This is an optimization exercise on Yosys and OpenROAD, whose aim is small area, a short achievable clock period and few clock cycles per item, not a production implementation.
Function was checked by simulation only, so behaviour that the tests miss may differ from the original.

===== design/flow/constraint.sdc =====
create_clock -name core_clock -period 11.5 [get_ports {clk}]
set_input_delay 2.3000 -clock core_clock [delete_from_list [all_inputs] [get_ports {clk}]]
set_output_delay 2.3000 -clock core_clock [all_outputs]
set_load 0.01 [all_outputs]

===== design/flow/design.v =====
module buffer_block #(
    parameter DEPTH = 256
) (
    input clk,
    input reset,
    input enable,
    input [7:0] data_in,
    input [12:0] image_width,
    output [7:0] pixel_1,
    output [7:0] pixel_2,
    output [7:0] pixel_3,
    output [7:0] pixel_4,
    output [7:0] pixel_5,
    output [7:0] pixel_6,
    output [7:0] pixel_7,
    output [7:0] pixel_8,
    output [7:0] pixel_9
);
reg [12:0] addr;
reg [7:0] bottom_sr [2:0];
reg [7:0] middle_sr [2:0];
reg [7:0] top_sr    [2:0];
wire [7:0] first_pb_out;
wire [7:0] second_pb_out;
assign pixel_1 = top_sr[2];
assign pixel_2 = top_sr[1];
assign pixel_3 = top_sr[0];
assign pixel_4 = middle_sr[2];
assign pixel_5 = middle_sr[1];
assign pixel_6 = middle_sr[0];
assign pixel_7 = bottom_sr[2];
assign pixel_8 = bottom_sr[1];
assign pixel_9 = bottom_sr[0];
block_ram #(.DEPTH(DEPTH)) first_pixel_buffer (
    .clk(clk),
    .enable(enable),
    .addr(addr),
    .d_in(bottom_sr[2]),
    .d_out(first_pb_out)
);
block_ram #(.DEPTH(DEPTH)) second_pixel_buffer (
    .clk(clk),
    .enable(enable),
    .addr(addr),
    .d_in(middle_sr[2]),
    .d_out(second_pb_out)
);
always @(posedge clk or negedge reset) begin
    if (reset == 1'b0) begin
        addr     <= 13'd0;
    end else if (enable == 1'b1) begin
        if (addr == image_width - 5) begin
            addr <= 13'd0;
        end else begin
            addr <= addr + 13'd1;
        end
    end
end
always @(posedge clk) begin
    if (enable == 1'b1) begin
        {bottom_sr[2], bottom_sr[1], bottom_sr[0]} <= {bottom_sr[1], bottom_sr[0], data_in};
        {middle_sr[2], middle_sr[1], middle_sr[0]} <= {middle_sr[1], middle_sr[0], first_pb_out};
        {top_sr[2], top_sr[1], top_sr[0]}          <= {top_sr[1], top_sr[0], second_pb_out};
    end
end
endmodule
module block_ram #(
    parameter DEPTH = 256
) (
    input clk,
    input enable,
    input [12:0] addr,
    input [7:0] d_in,
    output [7:0] d_out
);
reg [7:0] out_reg;
reg [7:0] mem_block [DEPTH-1:0];
assign d_out = out_reg;
always @(posedge clk) begin
    if (enable == 1'b1) begin
        out_reg <= mem_block[addr[$clog2(DEPTH)-1:0]];
        mem_block[addr[$clog2(DEPTH)-1:0]] <= d_in;
    end
end
endmodule
module convolution (
    input clk,
    input reset,
    input enable,
    input [7:0] pixel_1,
    input [7:0] pixel_2,
    input [7:0] pixel_3,
    input [7:0] pixel_4,
    input [7:0] pixel_5,
    input [7:0] pixel_6,
    input [7:0] pixel_7,
    input [7:0] pixel_8,
    input [7:0] pixel_9,
    input [8:0] kernel_1,
    input [8:0] kernel_2,
    input [8:0] kernel_3,
    input [8:0] kernel_4,
    input [8:0] kernel_5,
    input [8:0] kernel_6,
    input [8:0] kernel_7,
    input [8:0] kernel_8,
    input [8:0] kernel_9,
    output       busy,
    output       data_rdy,
    output [7:0] data_out
);
reg        [3:0] count;
reg signed [8:0] pixel_sel;
reg signed [8:0] kernel_sel;
reg signed [20:0] sum;
reg [7:0] out;
reg       rdy;
wire signed [17:0] mul;
wire signed [20:0] total;
wire [11:0] quotient;
assign data_out = out;
assign data_rdy = rdy;
assign busy = (count != 4'd0);
assign total = sum + {{3{mul[17]}}, mul};
assign quotient = total[11:0] / 12'd9;
multiplier mul_unit (
    .num1(pixel_sel),
    .num2(kernel_sel),
    .out(mul)
);
always @(posedge clk or negedge reset) begin
    if (reset == 1'b0) begin
        count <= 4'd0;
        sum <= 21'd0;
        out <= 8'd0;
        rdy <= 1'b0;
    end else begin
        rdy <= 1'b0;
        if (count == 4'd0) begin
            if (enable == 1'b1) begin
                sum <= 21'd0;
                count <= 4'd1;
            end
        end else if (count < 4'd9) begin
            sum <= total;
            count <= count + 4'd1;
        end else begin
            if (total[20])
                out <= 8'd0;
            else if (total > 21'sd2303)
                out <= 8'd255;
            else
                out <= quotient[7:0];
            rdy <= 1'b1;
            count <= 4'd0;
        end
    end
end
always @(count,
         pixel_1, pixel_2, pixel_3, pixel_4, pixel_5, pixel_6, pixel_7, pixel_8, pixel_9,
         kernel_1, kernel_2, kernel_3, kernel_4, kernel_5, kernel_6, kernel_7, kernel_8, kernel_9)
    begin
    case (count)
        4'd1 : begin
            pixel_sel = {1'b0, pixel_1};
            kernel_sel = kernel_1;
        end
        4'd2 : begin
            pixel_sel = {1'b0, pixel_2};
            kernel_sel = kernel_2;
        end
        4'd3 : begin
            pixel_sel = {1'b0, pixel_3};
            kernel_sel = kernel_3;
        end
        4'd4 : begin
            pixel_sel = {1'b0, pixel_4};
            kernel_sel = kernel_4;
        end
        4'd5 : begin
            pixel_sel = {1'b0, pixel_5};
            kernel_sel = kernel_5;
        end
        4'd6 : begin
            pixel_sel = {1'b0, pixel_6};
            kernel_sel = kernel_6;
        end
        4'd7 : begin
            pixel_sel = {1'b0, pixel_7};
            kernel_sel = kernel_7;
        end
        4'd8 : begin
            pixel_sel = {1'b0, pixel_8};
            kernel_sel = kernel_8;
        end
        4'd9 : begin
            pixel_sel = {1'b0, pixel_9};
            kernel_sel = kernel_9;
        end
        default: begin
            pixel_sel = {1'b0, pixel_1};
            kernel_sel = kernel_1;
        end
    endcase
end
endmodule
module multiplier (
    input  signed [8:0]  num1,
    input  signed [8:0]  num2,
    output signed [17:0] out
);
reg signed [17:0] res;
assign out = res;
always @(*) begin
    res = num1 * num2;
end
endmodule
module image_filter (
    input clk,
    input reset,
    input        in_valid,
    output       in_ready,
    input  [7:0] in_pixel,
    input [12:0] image_width,
    input [10:0] image_height,
    input [8:0] kernel_1,
    input [8:0] kernel_2,
    input [8:0] kernel_3,
    input [8:0] kernel_4,
    input [8:0] kernel_5,
    input [8:0] kernel_6,
    input [8:0] kernel_7,
    input [8:0] kernel_8,
    input [8:0] kernel_9,
    output       out_valid,
    output [7:0] out_pixel
);
reg [12:0] cnt_cols;
reg [10:0] cnt_rows;
wire accept;
wire window_valid;
wire conv_busy;
wire [7:0] pixel_1;
wire [7:0] pixel_2;
wire [7:0] pixel_3;
wire [7:0] pixel_4;
wire [7:0] pixel_5;
wire [7:0] pixel_6;
wire [7:0] pixel_7;
wire [7:0] pixel_8;
wire [7:0] pixel_9;
assign in_ready = ~conv_busy;
assign accept = in_valid & ~conv_busy;
assign window_valid = (cnt_cols >= 13'd2) && (cnt_rows >= 11'd2);
always @(posedge clk or negedge reset) begin
    if (reset == 1'b0) begin
        cnt_cols <= 13'd0;
        cnt_rows <= 11'd0;
    end else if (accept == 1'b1) begin
        if (cnt_cols == image_width - 13'd1) begin
            cnt_cols <= 13'd0;
            if (cnt_rows == image_height - 11'd1)
                cnt_rows <= 11'd0;
            else
                cnt_rows <= cnt_rows + 11'd1;
        end else begin
            cnt_cols <= cnt_cols + 13'd1;
        end
    end
end
buffer_block #(.DEPTH(256)) buffer_unit (
    .clk(clk),
    .reset(reset),
    .enable(accept),
    .data_in(in_pixel),
    .image_width(image_width),
    .pixel_1(pixel_1), .pixel_2(pixel_2), .pixel_3(pixel_3),
    .pixel_4(pixel_4), .pixel_5(pixel_5), .pixel_6(pixel_6),
    .pixel_7(pixel_7), .pixel_8(pixel_8), .pixel_9(pixel_9)
);
convolution conv_unit (
    .clk(clk),
    .reset(reset),
    .enable(accept & window_valid),
    .pixel_1(pixel_1), .pixel_2(pixel_2), .pixel_3(pixel_3),
    .pixel_4(pixel_4), .pixel_5(pixel_5), .pixel_6(pixel_6),
    .pixel_7(pixel_7), .pixel_8(pixel_8), .pixel_9(pixel_9),
    .kernel_1(kernel_1), .kernel_2(kernel_2), .kernel_3(kernel_3),
    .kernel_4(kernel_4), .kernel_5(kernel_5), .kernel_6(kernel_6),
    .kernel_7(kernel_7), .kernel_8(kernel_8), .kernel_9(kernel_9),
    .busy(conv_busy),
    .data_rdy(out_valid),
    .data_out(out_pixel)
);
endmodule

===== design/flow/config.mk =====
export PLATFORM = sky130hd
export DESIGN_NAME = image_filter
export DESIGN_NICKNAME = image_filter
export VERILOG_FILES = /design/flow/design.v
export SDC_FILE = /design/flow/constraint.sdc
export NUM_CORES = 4
export LEC_CHECK = 0
export CAP_MARGIN = 20
export CORE_MARGIN = 2
export CORE_UTILIZATION = 45
export PLACE_DENSITY = 0.6
export SLEW_MARGIN = 20

===== design/flow/run.sh =====
#!/bin/bash
# synth_recipe.tcl (not shown) runs the flow's synth.tcl, then flattens the netlist and writes it again
# the make line also repeats each setting of config.mk as NAME=value (left out here)
make -C /OpenROAD-flow-scripts/flow DESIGN_CONFIG=/design/flow/config.mk WORK_HOME=/design/flow/orfs CLKGATE_MAP_FILE= SYNTH_SCRIPT=/design/flow/synth_recipe.tcl finish

==> flow_summary.json <==
{
  "status": "no timing/DRC/antenna violations",
  "synth_edf_count": 4184,
  "synth_top_family_by_area": "multiplexers",
  "wl_per_cell_um": 32.95,
  "syn_nets": 7820,
  "clkTransAtPathRegs_ns": 0.06,
  "place_area_um2": 179400,
  "synth_seq_cells": 4255,
  "yosys.area.top_type": "edfxtp_1",
  "syn_to_final_growth_pct": 14.55,
  "track_usage": 0.2338,
  "rsz0062_at_grt": "no",
  "cts_hold_buf": 0,
  "grt_pass1_wl_um": 632200,
  "yosys.area_share.simple": 0.02341,
  "worst_slew_pin_slew_ns": 1.437,
  "dp_hpwl_um": 263000,
  "fp.dieH_um": 616.5,
  "nets": 8442,
  "vias_per_cell": 6.111,
  "cts_tree": "done",
  "coreArea_um2": 372800,
  "ys_async_sr_fraction": 0.01669,
  "synth_compound_area_frac": 0.01591,
  "synth_top_area_frac": 0.7443,
  "cp-start-kind": "input port",
  "dp.cells": 12725,
  "grt.overflow.total": 0,
  "whs_ns": 0.4083,
  "post-place-ws_ns": -0.5073,
  "setup_ws_ns": 0.5000,
  "drc": 0,
  "antenna_found_initial": 23,
  "critPathMaxFanout": 7,
  "numPortBuffers": 125,
  "drt_wl_total_um": 446500,
  "die_area_um2": 380000,
  "grt_start_max_net_pins": 233,
  "die_w_um": 616.5,
  "finalClockSkew_ns": 0.09000,
  "slowest_stage": "fa_1",
  "synth.distinct_cells": 101,
  "synth_seq_area_share": 0.7549,
  "clock-root-buffer": "clkbuf_16",
  "end_kind": "register",
  "fin_crit_sh": 0.9565,
  "drive_above_1_share": 0.3143,
  "required_ns": 12.40,
  "postSynth.topFlopCell": "edfxtp_1",
  "synth-xor-area-share": 0.006256,
  "ios": 126,
  "relSlewSlack": 0.04207,
  "crit_arrival_ns": 11.90,
  "dr.pass1.iters": 6,
  "synth_fa_ha_area_frac": 0.01179,
  "stdcell_count": 13550,
  "hp-class": "reg2reg",
  "max_stage_delay_ns": 0.55,
  "globalplace.congestion": 0.8558,
  "vias": 82801,
  "row_count": 224,
  "yosys_warnings": 11,
  "layout_min_cycle_time_ns": 11.00,
  "critical_path_class": "in2reg",
  "final_hold_viol_count": 0,
  "netlist_instances": 7573,
  "worst_path_most_repeated_cell": "fa_1",
  "maxCapViolations": 0,
  "max_freq_mhz": 90.91,
  "design_area_um2": 193300,
  "synth.area.mux_share": 0.1763,
  "cts_buffers": 431,
  "clockBufferDepth": 4,
  "slew_violations": 0,
  "synth_area_per_cell_um2": 22.29,
  "clock_sinks": 4255,
  "grt_pass1_vias": 83029,
  "htreeDepth": 5,
  "clock_latency_ns": 1.01,
  "ys_top_cells_by_area": "edfxtp_1 74%, mux4_2 17%, dfrtp_1 1.1%",
  "initial_core_util": 0.4528,
  "syn-cell-area_um2": 168800,
  "setup_violations": 0,
  "drt_iter0_markers": 10037,
  "antenna_left": 0
}
## worst max-delay path, delay by kind of cell
kind / cells / cell delay, ns
AO/OA/AOI/OAI: 12 / 2.73
XOR/XNOR: 2 / 0.30
adder cells (fa/ha/maj): 8 / 3.39
buffers and inverters: 2 / 0.46
multiplexers: 1 / 0.34
AND/OR/NAND/NOR: 13 / 2.37
## layout make-up
class	instances	area, um2
multi-input combinational	2818	40340
inverter	88	335.3
fill	28831	179400
tap	4972	6221
sequential	4255	127400
timing repair buffer	601	5254
clock inverter	256	2333
clock buffer	538	11360
antenna	22	55.05
## through the flow
| step | utilization | setup TNS, ns |
|---|---|---|
| after floorplan | - | -1.322 |
| after global placement | 0.4806 | -0.9531 |
| after detailed placement | 0.4812 | -1.012 |
| after CTS | 0.5180 | 0 |
| after global routing | 0.5186 | 0 |
| final | 0.5187 | 0 |
## cell families (layout without fill, tap and decap cells)
family                     Yosys count  in the layout
other                                0             22
buffers and inverters              500           1483
muxes                             1342           1342
adders and majority gates          133            133
DFF                               4255           4255
and+or+nand+nor                    849            849
AOI/OAI and AO/OA                  376            376
xor gates and xnor gates           118            118
## routing by layer
| metal | global-route usage | vias up | routed length [um] |
|---|---|---|---|
| li1 | - | 33338 | - |
| met1 | 0.3239 | 45037 | 177500 |
| met2 | 0.3757 | 3704 | 215200 |
| met3 | 0.04468 | 710 | 37250 |
| met4 | 0.07763 | 12 | 16430 |
| met5 | 0 | - | 93 |
## Yosys cell counts (all sizes together), types with 5 or more instances
cell     number
a2111oi       5
a211o         6
a211oi        7
a21o         12
a21oi        60
a22oi        77
a31oi        19
a32oi        20
and2         30
and3         11
buf         122
clkbuf      290
dfrtp        71
edfxtp     4184
fa           44
ha           87
inv          87
mux2         28
mux2i        12
mux4       1302
nand2       169
nand2b       26
nand3        83
nand4        54
nor2        346
nor2b        42
nor3         32
nor4         16
o211ai       10
o21a          6
o21ai        64
o21bai       12
o22ai        23
o31ai         7
or2           5
or3          13
or4           8
xnor2        75
xor2         43
## worst paths after layout
path	startpoint	end	slack, ns	cells past startpoint
min in group asynchronous	reset	conv_unit.sum[1]	1.36	1
worst max-delay path	kernel_7[5]	conv_unit.out[0]	0.50	38
worst min register to register	buffer_unit.top_sr[0][2]	buffer_unit.top_sr[1][2]	0.41	0
max in group asynchronous	reset	buffer_unit.addr[5]	9.50	1
worst max register to register	conv_unit.count[2]	conv_unit.out[0]	0.70	42
worst min-delay path	buffer_unit.top_sr[0][2]	buffer_unit.top_sr[1][2]	0.41	0
## placed cells by master, fill, tap and decap left out, types with 15 or more instances in the layout
cell type / count
fa_1: 42
inv_1: 86
clkinvlp_4: 16
clkbuf_1: 96
nand4_1: 54
nor3_1: 28
clkinv_1: 97
nand2_1: 165
nor2_2: 163
a32oi_1: 20
o22ai_1: 23
bufinv_16: 30
clkbuf_16: 437
buf_4: 437
nor2b_1: 39
clkdlybuf4s50_1: 124
xnor2_1: 70
buf_12: 24
o21ai_0: 56
dfrtp_1: 65
nand3_1: 71
xor2_1: 42
ha_1: 84
clkinv_2: 88
a21oi_1: 55
nor4_1: 15
mux2_2: 22
a31oi_1: 17
nand2b_1: 23
nor2_1: 153
diode_2: 22
and2_1: 26
a22oi_1: 77
mux4_2: 1302
edfxtp_1: 4184
nor2_4: 30
## what timing repair did
action                     4_1_cts  5_1_grt
gates resized for setup          0        5
setup buffers                    0        3
hold endpoints to repair         0        0
setup endpoints to repair        0        2
Testbench counts, summed over its fixed seeds: cycles 347,508, items 33,706.

==> re-timing with driven ports <==
In the flow no input, the clock included, has a driving cell. The finished layout below was timed again as built, in two steps.
Step 1: set_driving_cell puts a clkbuf_16 on clk and a buf_2 on each other input, an assumption about the parent block.
Step 2 also shifts input and output timing later by t, the mid clock arrival at the registers, as if the neighbouring blocks saw the same clock.
Three values: ideal, step 1, step 2; two values: the first two.
shift t [ns]: 1.069
setup slack, ns: 0.500 / 0.576 / -0.493
worst setup path at the end: input to register
clock arrival spread, ns: 0.090 / 0.090
Met with ideal ports but missed after step 2: setup timing in this run. The setup slack of this run moves by +0.076 ns with the drivers and by -0.993 ns with both steps.
